This design comes from an exercise in tuning for small area and a short achievable clock period on the open sky130 flow, not from production work.
No functional check of the RTL was part of any run shown here.

==> flow/design.v (outline; a module is shown in full before it is edited, if it fits) <==
// module Sqrt2: 5546 lines
module Sqrt2 (In, Out, clk, reset);
  // ...
==> flow/flow/run.sh <==
#!/bin/bash
# Layout flow: the standard ORFS flow (standard.sh), with two changes:
#  1. after the standard synthesis, flow/invpush.py re-polarises full-adder
#     cells (FA(~a,~b,~c) = ~FA(a,b,c)) and swaps xor2/xnor2 cells so that
#     fewer inverters are needed; the function and all registers (names,
#     count, cell types) are unchanged;
#  2. the resizer's setup repair aims for a setup-slack margin of 21 ns, so
#     that the design is sized for speed.
# The clock period and all constraints stay the design's own.
set -euo pipefail
R="$PWD/orfs/results/$FLOW_PLATFORM/Sqrt2/base"
bash standard.sh SETUP_SLACK_MARGIN=21 synth > synth.log 2>&1
cp "$R/1_2_yosys.v" 1_2_yosys_standard.v
python3 flow/invpush.py 1_2_yosys_standard.v "$R/1_2_yosys.v" > invpush.log 2>&1
rm -f "$R/1_synth.odb" "$R/1_synth.sdc"
bash standard.sh SETUP_SLACK_MARGIN=21 finish > standard.log 2>&1
==> flow/flow/invpush.py <==
#!/usr/bin/env python3
"""Re-polarise full adders in a Yosys gate-level netlist to remove inverters.

FA(~a, ~b, ~c) = (~cout, ~sum), so a full-adder cell may be "flipped": fed
with the complements of its inputs, its outputs then carry the complements
of the original values. The script chooses flips that minimise the number of
inverters needed, then rewires: every signal is taken from its root (the net
at the start of its inverter chain) and one inverter per root is kept for
the loads that need the complement. Function is unchanged.
usage: invpush.py in.v out.v
"""
import re, sys

src = open(sys.argv[1]).read()
cell_re = re.compile(r'^  (sky130_fd_sc_hd__\w+) (\S+)\s+\((.*?)\n  \);\n', re.S | re.M)
pin_re = re.compile(r'\.(\w+)\((.*?)\)(?:,|\s*$)', re.S | re.M)

cells = []
for m in cell_re.finditer(src):
    typ, name, body = m.group(1), m.group(2), m.group(3)
    pins = [(p, n.strip()) for p, n in pin_re.findall(body)]
    cells.append({'typ': typ, 'name': name, 'pins': pins, 'span': m.span()})

OUTPINS = {'X', 'Y', 'Q', 'SUM', 'COUT', 'HI', 'LO', 'Q_N'}
is_inv = lambda c: re.match(r'sky130_fd_sc_hd__(clk)?inv(lp)?_\d+$', c['typ']) is not None
is_fa = lambda c: re.match(r'sky130_fd_sc_hd__fa_\d+$', c['typ']) is not None

hdr = src[:cells[0]['span'][0]]
ports = set()
for m in re.finditer(r'^\s*output\s+(\[(\d+):(\d+)\]\s+)?(\S+);', hdr, re.M):
    if m.group(1):
        for i in range(int(m.group(3)), int(m.group(2)) + 1): ports.add(f"{m.group(4)}[{i}]")
    else: ports.add(m.group(4))
tail = src[cells[-1]['span'][1]:]
assigned = set(re.findall(r'assign\s+(.*?)\s*=\s*(.*?);', tail))
keep_nets = set(ports)
for l, r in assigned: keep_nets.add(l.strip()); keep_nets.add(r.strip())

drv = {}
for ci, c in enumerate(cells):
    for p, n in c['pins']:
        if p in OUTPINS and n: drv[n] = (ci, p)

# removable inverters: output not a kept net
rem_inv = set(ci for ci, c in enumerate(cells) if is_inv(c)
              and dict(c['pins'])['Y'] not in keep_nets)

def root(n):
    """follow removable inverters back: returns (root_net, parity)"""
    par = 0
    while n in drv and drv[n][0] in rem_inv:
        n = dict(cells[drv[n][0]]['pins'])['A']; par ^= 1
    return n, par

is_x = lambda c: re.match(r'sky130_fd_sc_hd__x(n)?or2_\d+$', c['typ']) is not None
fas = [ci for ci, c in enumerate(cells) if is_fa(c) or is_x(c)]
fa_index = {ci: k for k, ci in enumerate(fas)}
flip = [0] * len(fas)

# load pins (excluding removable inverters): (cell, pin, root, parity)
loads = []
for ci, c in enumerate(cells):
    if ci in rem_inv: continue
    for pi, (p, n) in enumerate(c['pins']):
        if p in OUTPINS or not n or n.startswith("1'"): continue
        r, par = root(n)
        loads.append((ci, pi, r, par))
# output port nets driven by removable inverter chains are kept (not in rem_inv)
by_root = {}
for li, (ci, pi, r, par) in enumerate(loads): by_root.setdefault(r, []).append(li)

def phi_drv(r):
    if r in drv and drv[r][0] in fa_index: return flip[fa_index[drv[r][0]]]
    return 0
def phi_load(ci):
    return flip[fa_index[ci]] if ci in fa_index and is_fa(cells[ci]) else 0
def need(r):
    pd = phi_drv(r)
    return any((loads[li][3] ^ phi_load(loads[li][0]) ^ pd) for li in by_root.get(r, []))
def cost(): return sum(1 for r in by_root if need(r))

# roots touched by each FA
touch = {}
for ci in fas:
    rs = set()
    for p, n in cells[ci]['pins']:
        if not n or n.startswith("1'"): continue
        if p in OUTPINS: rs.add(n)
        elif is_fa(cells[ci]): rs.add(root(n)[0])
    touch[ci] = rs

before = cost()
improved = True; it = 0
while improved and it < 50:
    improved = False; it += 1
    for ci in fas:
        rs = touch[ci]
        c0 = sum(need(r) for r in rs)
        flip[fa_index[ci]] ^= 1
        c1 = sum(need(r) for r in rs)
        if c1 < c0: improved = True
        else: flip[fa_index[ci]] ^= 1
after = cost()
print(f"inverters (roots needing complement): {before} -> {after}; flipped {sum(flip)} of {len(fas)} FAs; removable inverters {len(rem_inv)}", file=sys.stderr)

esc = lambda n: n + " " if n.startswith("\\") else n
# rewrite
newpins = {}
inv_needed = {}
for li, (ci, pi, r, par) in enumerate(loads):
    pol = par ^ phi_load(ci) ^ phi_drv(r)
    net = r
    if pol:
        if r not in inv_needed: inv_needed[r] = f"_invp{len(inv_needed)}_"
        net = inv_needed[r]
    newpins[(ci, pi)] = net

out = []; pos = 0
wires = []
for ci, c in enumerate(cells):
    s, e = c['span']
    out.append(src[pos:s]); pos = e
    if ci in rem_inv: continue
    pins = []
    xsw = ci in fa_index and is_x(c) and flip[fa_index[ci]]
    for pi, (p, n) in enumerate(c['pins']):
        if xsw and p in ('X', 'Y'): p = 'Y' if p == 'X' else 'X'
        pins.append(f"    .{p}({esc(newpins.get((ci, pi), n))})")
    typ = c['typ']
    if ci in fa_index and is_x(c) and flip[fa_index[ci]]:
        typ = typ.replace('xnor2', 'XOR2') if 'xnor2' in typ else typ.replace('xor2', 'xnor2')
        typ = typ.replace('XOR2', 'xor2')
    out.append(f"  {typ} {esc(c['name'])} (\n" + ",\n".join(pins) + "\n  );\n")
for k, (r, w) in enumerate(inv_needed.items()):
    out.append(f"  sky130_fd_sc_hd__inv_1 _invpc{k}_ (\n    .A({esc(r)}),\n    .Y({w})\n  );\n")
    wires.append(f"  wire {w};\n")
out.append(src[pos:])
txt = "".join(out)
# declare new wires after the module header's last wire declaration
i = txt.index(cells[0]['typ'] if False else "  sky130_fd_sc_hd__")
txt = txt[:i] + "".join(wires) + txt[i:]
open(sys.argv[2], "w").write(txt)
==> flow/standard.sh <==
#!/bin/bash
# synth_recipe.tcl (not shown) runs the flow's synth.tcl, then flattens the netlist and writes it again
# the make line also repeats each setting of config.mk as NAME=value (left out here)
make -C /OpenROAD-flow-scripts/flow DESIGN_CONFIG=/design/flow/config.mk WORK_HOME=/design/flow/orfs CLKGATE_MAP_FILE= SYNTH_SCRIPT=/design/flow/synth_recipe.tcl "${@:-finish}"
==> flow/config.mk <==
export PLATFORM = sky130hd
export DESIGN_NAME = Sqrt2
export DESIGN_NICKNAME = Sqrt2
export VERILOG_FILES = /design/flow/design.v
export SDC_FILE = /design/flow/constraint.sdc
export NUM_CORES = 4
export LEC_CHECK = 0
export ABC_AREA = 1
export CAP_MARGIN = 20
export CORE_MARGIN = 2
export CORE_UTILIZATION = 40
export SLEW_MARGIN = 20
==> flow/constraint.sdc <==
create_clock -name core_clock -period 35.0 [get_ports {clk}]
set_input_delay 7.0000 -clock core_clock [delete_from_list [all_inputs] [get_ports {clk}]]
set_output_delay 7.0000 -clock core_clock [all_outputs]
set_load 0.01 [all_outputs]
==> out/results.ini, run 1 <==
[run_status]
result_of_the_run=finished clean

[layout]
multi_input_comb_cells=2558
layout.buffer.nonclock.area_share=0.0751
signal_buffers=207
clockNetworkAreaShare=0.00993
multi_input_comb_area_mm2=0.0245
diodes=0

[worst_setup_path]
path_buf_inv=9
critical_path.endpoint_type=flop
path_max_fanout=16
timing.critical_path.mode_cell=sky130_fd_sc_hd__fa_1
worst-endpoint-arrival_ns=13.74
crit_required_ns=35.27
worstSetupPathDepth=52

[detailed_routing]
maxUsedRoutingLayer=met5
met2_length_mm=42.4
vias_per_cell=5.69
first_iter_violations=2757
ant_nets=0
route.detailed.wl_per_inst_um=21.0

[die]
site_rows=98

[timing]
period_minus_slack_ns=13.47
final.setup_skew_ns=0.0127
grt_setup_unrepaired=no
worst_slew_margin_rel=0.197

[grt]
use_met3=0.0375
grt.met2_usage=0.393
globalRouteTotalUtil=0.239
first_global_vias=24600

[placed_design]
dpl.cell_count=4186
pre_cts_slack_ns=19.54

[clocking]
cts_inserted_buffers=9
clkLatencyLatePin_ns=0.37

[worst_hold_path]
min_path_cells=2
holdCritStartpoint=d1[19]

==> inputs of run 2 (changes only) <==
--- a/flow/flow/invpush.py
+++ b/flow/flow/invpush.py
@@ -101,4 +101,23 @@
         if c1 < c0: improved = True
         else: flip[fa_index[ci]] ^= 1
+# simulated annealing (deterministic seed), keep the best assignment
+import random, math
+rng = random.Random(1)
+cur = cost(); best = cur; best_flip = list(flip)
+T0 = 1.0; N = 300000
+for k in range(N):
+    T = T0 * (1 - k / N) + 0.02
+    ci = fas[rng.randrange(len(fas))]
+    rs = touch[ci]
+    c0 = sum(need(r) for r in rs)
+    flip[fa_index[ci]] ^= 1
+    c1 = sum(need(r) for r in rs)
+    d = c1 - c0
+    if d <= 0 or rng.random() < math.exp(-d / T):
+        cur += d
+        if cur < best: best = cur; best_flip = list(flip)
+    else:
+        flip[fa_index[ci]] ^= 1
+flip[:] = best_flip
 after = cost()
 print(f"inverters (roots needing complement): {before} -> {after}; flipped {sum(flip)} of {len(fas)} FAs; removable inverters {len(rem_inv)}", file=sys.stderr)
==> run 2 against run 1 <==
  * Global-route usage rose by 0.58 points
  * Critical path type unchanged
  * First-iteration DRC count fell by 26%
  * Final cell count fell by 4.7%
  * Still clean on timing, DRC and antenna
  * Count of clock-buffer cells in the layout fell by 2
  * Synthesized cell count fell by 4.1%
  * Fmax rose by 0.14%
  * Worst setup slack improved by 0.019 ns
  * Register-to-register slack improved by 0.02 ns
  * Design area fell by 4.1%
  * Non-clock buffer count fell by 52
==> out/results.ini, run 2 <==
[clocking]
clock-sinks=82
clkLatencyLatePin_ns=0.36  ; about the same
clock-root-buffer=sky130_fd_sc_hd__clkbuf_16
cts.path.max_buffers=2
htree_num_levels=3
tritoncts=yes
cts_inserted_buffers=9  ; unchanged
clk_transition_reported_paths_ns=0.06

[timing]
period_minus_slack_ns=13.45  ; -0.0190 ns
hold_violations=0
grt_setup_unrepaired=no
worst_slew_margin_rel=0.406  ; +0.210
setup_slack_ns=21.55
layout_worst_path_cycle_share=0.384
setup_violations=0
max_freq_mhz=74.4
setup_total_negative_slack_ns=0
timing_max_transition_violations_final=0
final.setup_skew_ns=0.0110  ; -0.00172 ns
worst_slew_pin_slew_ns=0.888

[worst_setup_path]
timing.critical_path.mode_cell=sky130_fd_sc_hd__fa_1
crit_path_max_incr_delay_ns=0.55
critPathTopFamily=adder cells
worst-endpoint-arrival_ns=13.74  ; about the same
path_buf_inv=10  ; +1
crit_path_start_kind=flop
crit_slowest_cell=sky130_fd_sc_hd__fa_1
critPathKind=reg2reg
crit_required_ns=35.29  ; +0.02 ns
path_max_fanout=13  ; -3
critical_path.endpoint_type=flop

[grt]
globalRoute.totalOverflow=0
grt_most_used_layer=met2
globalRouteTotalUtil=0.245  ; +0.00577
grt.met2_usage=0.412  ; +0.0190
antenna_violations_before_repair=0
globalRouteMet1Util=0.318
maximum_number_of_pins_on_one_net_before_global_route_repair=53
grt_pass1_wl_mm=141
first_global_vias=24700  ; +0.32%
use_met3=0.0331  ; -0.00434

[layout]
finalCoreUtilization=0.443
mostFrequentLayoutCell=sky130_fd_sc_hd__o22ai_1
final_cell_mix=474 x sky130_fd_sc_hd__o22ai_1, 449 x sky130_fd_sc_hd__fa_1, 349 x sky130_fd_sc_hd__nand2_1, 344 x sky130_fd_sc_hd__inv_1, 283 x sky130_fd_sc_hd__xor2_1
instances_no_fill=4136
number_of_inserted_filler_cells_in_the_final_layout=6914
largest_registers=d1 (23), d2 (23), n4r (19)
postLayoutCellArea_mm2=0.0309
area_delta_synth_final_pct=9.76
finalNetCount=3919
final_layout_size_suffix_gt1_frac=0.103
diodes=0  ; unchanged

[detailed_routing]
route.detailed.wl_per_inst_um=21.9  ; +4.1%
routed-via-count=24000
ant_nets=0  ; unchanged
drc_errors=0
drt-total-wl_mm=90.6
drt_first_pass_iters=5
vias_per_cell=5.80  ; +1.9%
first_iter_violations=2035  ; -26%

[placed_design]
numPortBuffers=31
gp_congestion=0.902
place_hpwl_mm=63.2
post_dp_cell_area_mm2=0.0290
pre_cts_slack_ns=19.66  ; +0.117 ns
dpl.cell_count=4036  ; -3.6%

[die]
start_util=0.403
i_o_pins=32
floorplan.core_area_mm2=0.0699
site_rows=97  ; -1.0%
die-width_um=269
die_height_um=269
area_of_the_die_mm2=0.0726

[yosys]
synth.yosys.warnings=1
synthesized_cell_area_mm2=0.0282
postSynthCellCount=3254
syn-num-nets=3981
postSynthAreaPerCell_um2=8.66

[worst_hold_path]
hold_class=reg2reg

[run_status]
result_of_the_run=finished clean

[flow_run]
timing.max_cap.violations=0

-- run 2: cell type report --
class	count	area, um2	share of cell area
clock inverters	6	66.3	0.00214
clock buffers	9	225	0.00728
flip-flops and latches	82	1700	0.0549
well taps	940	1180	0.0380
repair buffers	155	1750	0.0567
repair inverters	2	10.0	0.000323
inverters	384	1570	0.0507
multi-input cells	2558	24400	0.790
-- run 2: timing repair --
item	4_1_cts	5_1_grt
hold buffers	0	0
gates cloned	0	9
setup endpoints to repair	16	16
setup buffers	8	68
resized for setup	74	142
pin swaps	0	16
-- run 2: through the flow --
stage	hold WS (ns)
CTS	0.691
global placement	0.815
global route	0.708
detailed placement	0.822
floorplan	0.754
finish	0.696
-- run 2: tightest hold or removal path, stage by stage (launching register included) --
cell                      delay [ns]
sky130_fd_sc_hd__dfxtp_4        0.40
sky130_fd_sc_hd__inv_8          0.17
sky130_fd_sc_hd__nor2_1         0.05
-- run 2: metal layers --
metal	routed length, um	part of all wire	up-vias
met5	0	0	-
met4	3980	0.044	0
met3	8070	0.089	263
met2	42500	0.47	1249
met1	36100	0.40	11700
li1	-	-	10700
-- run 2: worst paths after layout --
kind / cells after the start / end / from / slack (ns)
worst max-delay path: 62 / s1r[3] / n4r[16] / 21.55
worst min-delay path: 2 / d2[16] / d1[16] / 0.70
worst max register to register: 62 / s1r[3] / n4r[16] / 21.55
worst min register to register: 2 / d2[16] / d1[16] / 0.70
==> inputs of run 3 (changes only) <==
--- a/flow/flow/run.sh
+++ b/flow/flow/run.sh
@@ -3,5 +3,7 @@
 #  1. after the standard synthesis, flow/invpush.py re-polarises full-adder
 #     cells (FA(~a,~b,~c) = ~FA(a,b,c)) and swaps xor2/xnor2 cells so that
-#     fewer inverters are needed; the function and all registers (names,
+#     fewer inverters are needed, and orders each full adder's inputs by
+#     estimated arrival (latest on CIN, its fastest pin); the function and
+#     all registers (names,
 #     count, cell types) are unchanged;
 #  2. the resizer's setup repair aims for a setup-slack margin of 21 ns, so
--- a/flow/flow/invpush.py
+++ b/flow/flow/invpush.py
@@ -135,4 +135,48 @@
     newpins[(ci, pi)] = net
 
+# timing-aware pin order for full adders: estimate arrival times (unit-ish
+# delays, flip-flops and ports at 0) and give the latest input to CIN, the
+# fastest pin, and the earliest to A
+DLY = lambda t: 0.45 if '__fa_' in t else (0.3 if '__ha_' in t else 0.15)
+ndrv = {}
+for ci, c in enumerate(cells):
+    if ci in rem_inv: continue
+    for p, n in c['pins']:
+        if p in OUTPINS and n: ndrv[n] = ci
+for k, w in enumerate(inv_needed.values()): pass
+arr = {}
+import sys as _s
+_s.setrecursionlimit(100000)
+def arrival(n):
+    if n in arr: return arr[n]
+    arr[n] = 0.0
+    ci = ndrv.get(n)
+    if ci is None or 'df' in cells[ci]['typ']: return 0.0
+    c = cells[ci]; t = 0.0
+    for pi, (p, m) in enumerate(c['pins']):
+        if p in OUTPINS or not m or m.startswith("1'"): continue
+        mm = newpins.get((ci, pi), m)
+        if mm in inv_needed.values():
+            root_ = [r for r, w in inv_needed.items() if w == mm][0]
+            t = max(t, arrival(root_) + 0.1)
+        else:
+            t = max(t, arrival(mm))
+    arr[n] = t + DLY(c['typ'])
+    return arr[n]
+inv_root = {w: r for r, w in inv_needed.items()}
+def arr_net(m):
+    if m in inv_root: return arrival(inv_root[m]) + 0.1
+    return arrival(m)
+nperm = 0
+for ci in fas:
+    c = cells[ci]
+    if not is_fa(c): continue
+    idx = {p: pi for pi, (p, n) in enumerate(c['pins'])}
+    ins = [newpins.get((ci, idx[p]), dict(c['pins'])[p]) for p in ('A', 'B', 'CIN')]
+    srt = sorted(ins, key=arr_net)
+    if srt != ins: nperm += 1
+    for p, n in zip(('A', 'B', 'CIN'), srt): newpins[(ci, idx[p])] = n
+print(f"full adders with permuted inputs: {nperm}", file=sys.stderr)
+
 out = []; pos = 0
 wires = []
==> run 3 against run 2 <==
  * Synthesized cell count unchanged
  * Worst hold slack got worse by 0.040 ns
  * Count of clock-buffer cells in the layout increased by 2
  * Design area decreased by 0.36%
  * Wire length about the same
  * Utilization decreased by 0.16 points
  * Sequential cell count unchanged
==> out/results.ini, run 3 <==
[die]
area_of_the_die_mm2=0.0726  ; unchanged
die-width_um=269  ; unchanged
start_util=0.403  ; unchanged
site_rows=97  ; unchanged
die_height_um=269  ; unchanged
i_o_pins=32  ; unchanged
floorplan.core_area_mm2=0.0699  ; unchanged

[grt]
globalRoute.totalOverflow=0  ; unchanged
globalRouteTotalUtil=0.242  ; -0.00291
maximum_number_of_pins_on_one_net_before_global_route_repair=53  ; unchanged
first_global_vias=24200  ; -2.1%
grt_pass1_wl_mm=139  ; -1.4%
antenna_violations_before_repair=0  ; unchanged

[timing]
hold_violations=0  ; unchanged
period_minus_slack_ns=13.36  ; -0.0861 ns
worst_slew_pin_slew_ns=0.832  ; -0.0565 ns
layout_worst_path_cycle_share=0.382  ; -0.00246
timing_max_transition_violations_final=0  ; unchanged
grt_setup_unrepaired=no
hold_ws_ns=0.656  ; -0.0401 ns
worst_slew_margin_rel=0.445  ; +0.0384
max_freq_mhz=74.8  ; +0.64%
setup_total_negative_slack_ns=0  ; unchanged
setup_violations=0  ; unchanged
final.setup_skew_ns=0.00748  ; -0.00349 ns

[worst_setup_path]
crit_slowest_cell=sky130_fd_sc_hd__fa_1
critical_path.endpoint_type=flop
crit_path_start=d1[15]
worstReg2RegEnd=s1r[13]
critPathKind=reg2reg
crit_path_max_incr_delay_ns=0.54  ; about the same
timing.critical_path.mode_cell=sky130_fd_sc_hd__fa_1
crit_required_ns=35.26  ; -0.03 ns
crit_path_start_kind=flop
worst-endpoint-arrival_ns=13.62  ; -0.12 ns
r2r_cells=64  ; +3.2%
rr_startpoint=d1[15]
path_max_fanout=24  ; +11
worst_setup_slack_for_register_to_register_paths_ns=21.64  ; +0.09 ns

[layout]
diodes=0  ; unchanged
area_delta_synth_final_pct=9.37
number_of_inserted_filler_cells_in_the_final_layout=6953  ; +0.56%
finalNetCount=3903  ; -0.41%
final_layout_size_suffix_gt1_frac=0.0949  ; -0.00769
ff_latch_area_mm2=0.00171  ; +0.81%
final_cell_mix=472 x sky130_fd_sc_hd__o22ai_1, 450 x sky130_fd_sc_hd__fa_1, 349 x sky130_fd_sc_hd__nand2_1, 346 x sky130_fd_sc_hd__inv_1, 282 x sky130_fd_sc_hd__xor2_1
multi_input_comb_area_mm2=0.0243  ; -0.43%
mostFrequentLayoutCell=sky130_fd_sc_hd__o22ai_1
largest_registers=d1 (23), d2 (23), n4r (19)

[detailed_routing]
drt-total-wl_mm=90.6  ; about the same
drc_errors=0  ; unchanged
ant_nets=0  ; unchanged
routed-via-count=23800  ; -0.59%
route.detailed.wl_per_inst_um=22.0  ; +0.31%
first_iter_violations=2296  ; +13%
vias_per_cell=5.78  ; -0.23%
drt_first_pass_iters=6  ; +1

[worst_hold_path]
min_path_cells=2  ; unchanged
holdCritStartpoint=d1[19]
whs_endpoint=d2[19]
hold_class=reg2reg

[flow_run]
timing.max_cap.violations=0  ; unchanged

[yosys]
synthesized_cell_area_mm2=0.0282  ; unchanged
syn-num-nets=3981  ; unchanged
postSynthAreaPerCell_um2=8.66  ; unchanged
postSynthCellCount=3254  ; unchanged
synth.yosys.warnings=1  ; unchanged

[placed_design]
numPortBuffers=31  ; unchanged
place_hpwl_mm=62.9  ; -0.33%
gp_congestion=0.915  ; +1.4%

[clocking]
cts_inserted_buffers=9  ; unchanged
clk_transition_reported_paths_ns=0.07  ; about the same
cts.path.max_buffers=2  ; unchanged
tritoncts=yes
htree_num_levels=3  ; unchanged
clkLatencyLatePin_ns=0.36  ; about the same
clock-sinks=82  ; unchanged
ctsHoldBuffers=0  ; unchanged
clock-root-buffer=sky130_fd_sc_hd__clkbuf_16

[run_status]
result_of_the_run=finished clean

## run 3: cell type report
type | instances | share of cell area
Multi-Input combinational cell | 2558 | 0.789
Sequential cell | 82 | 0.0556
Timing Repair Buffer | 140 | 0.0549
Inverter | 384 | 0.0511
Tap cell | 940 | 0.0381
Clock buffer | 11 | 0.00787
Clock inverter | 5 | 0.00280
Timing Repair inverter | 1 | 0.000284
## run 3: layer usage
metal	global-route usage	part of all wire
met5	0	0
met4	0.0906	0.048
met3	0.0293	0.088
met2	0.401	0.46
met1	0.323	0.41
## run 3: per-stage QoR
stage               setup slack (ns)   util  instance area [um2]  cells
finish                         21.64  0.441                30800   4121
global route                   20.93  0.441                30800   4121
CTS                            21.01  0.422                29500   4053
detailed placement             19.91  0.415                29000   4036
global placement               20.08  0.415                29000   4036
floorplan                      21.28      -                28200   3254
## run 3: worst max-delay path: cells and delay by family, from the launching register on
| kind | cells | cell delay (ns) |
|---|---|---|
| DFF | 1 | 0.35 |
| xor gates and xnor gates | 3 | 0.55 |
| adders and majority gates | 16 | 6.92 |
| and+or+nand+nor | 35 | 3.65 |
| buffers and inverters | 6 | 1.11 |
| AOI/OAI and AO/OA | 4 | 0.66 |
## run 3: how the worst max path moves through the flow
stage	to	slack, ns
after floorplan	s1r[13]	21.28
after global placement	s1r[15]	20.08
after detailed placement	s1r[15]	19.91
after CTS	s1r[3]	21.01
after global routing	s1r[15]	20.93
final	s1r[13]	21.64
## run 3: repair_timing
| action | CTS | global route |
|---|---|---|
| setup endpoints to repair | 16 | 16 |
| resized for setup | 58 | 139 |
| pin swaps | 0 | 12 |
| cloned | 0 | 11 |
| setup buffers | 1 | 57 |

-- port drivers added, routing unchanged --
Ports are ideal in the flow. The routed layouts listed here were re-timed in OpenROAD. Step 1: set_driving_cell puts a clkbuf_16 on clk and a buf_2 on each other input, an assumption about the parent block. Step 2 moves the port delays by t, midway between the first and last clock arrival at a register: inputs arrive t later, outputs are due t later. That takes back most of the time a late clock gives input paths. Three values: ideal ports, drivers, drivers and shift; two values: the first two.
run	t (ns)	slack for setup (ns)	hold WS [ns]	worst setup path at the end	clock arrival spread, ns
run 1	0.414	21.532 / 21.532 / 21.532	0.650 / 0.650 / 0.650	register to register	0.014 / 0.014
run 2	0.398	21.551 / 21.551 / 21.551	0.696 / 0.696 / 0.696	register to register	0.011 / 0.011
run 3	0.397	21.637 / 21.637 / 21.637	0.656 / 0.656 / 0.656	register to register	0.009 / 0.008
After both steps every run listed still meets setup and hold.
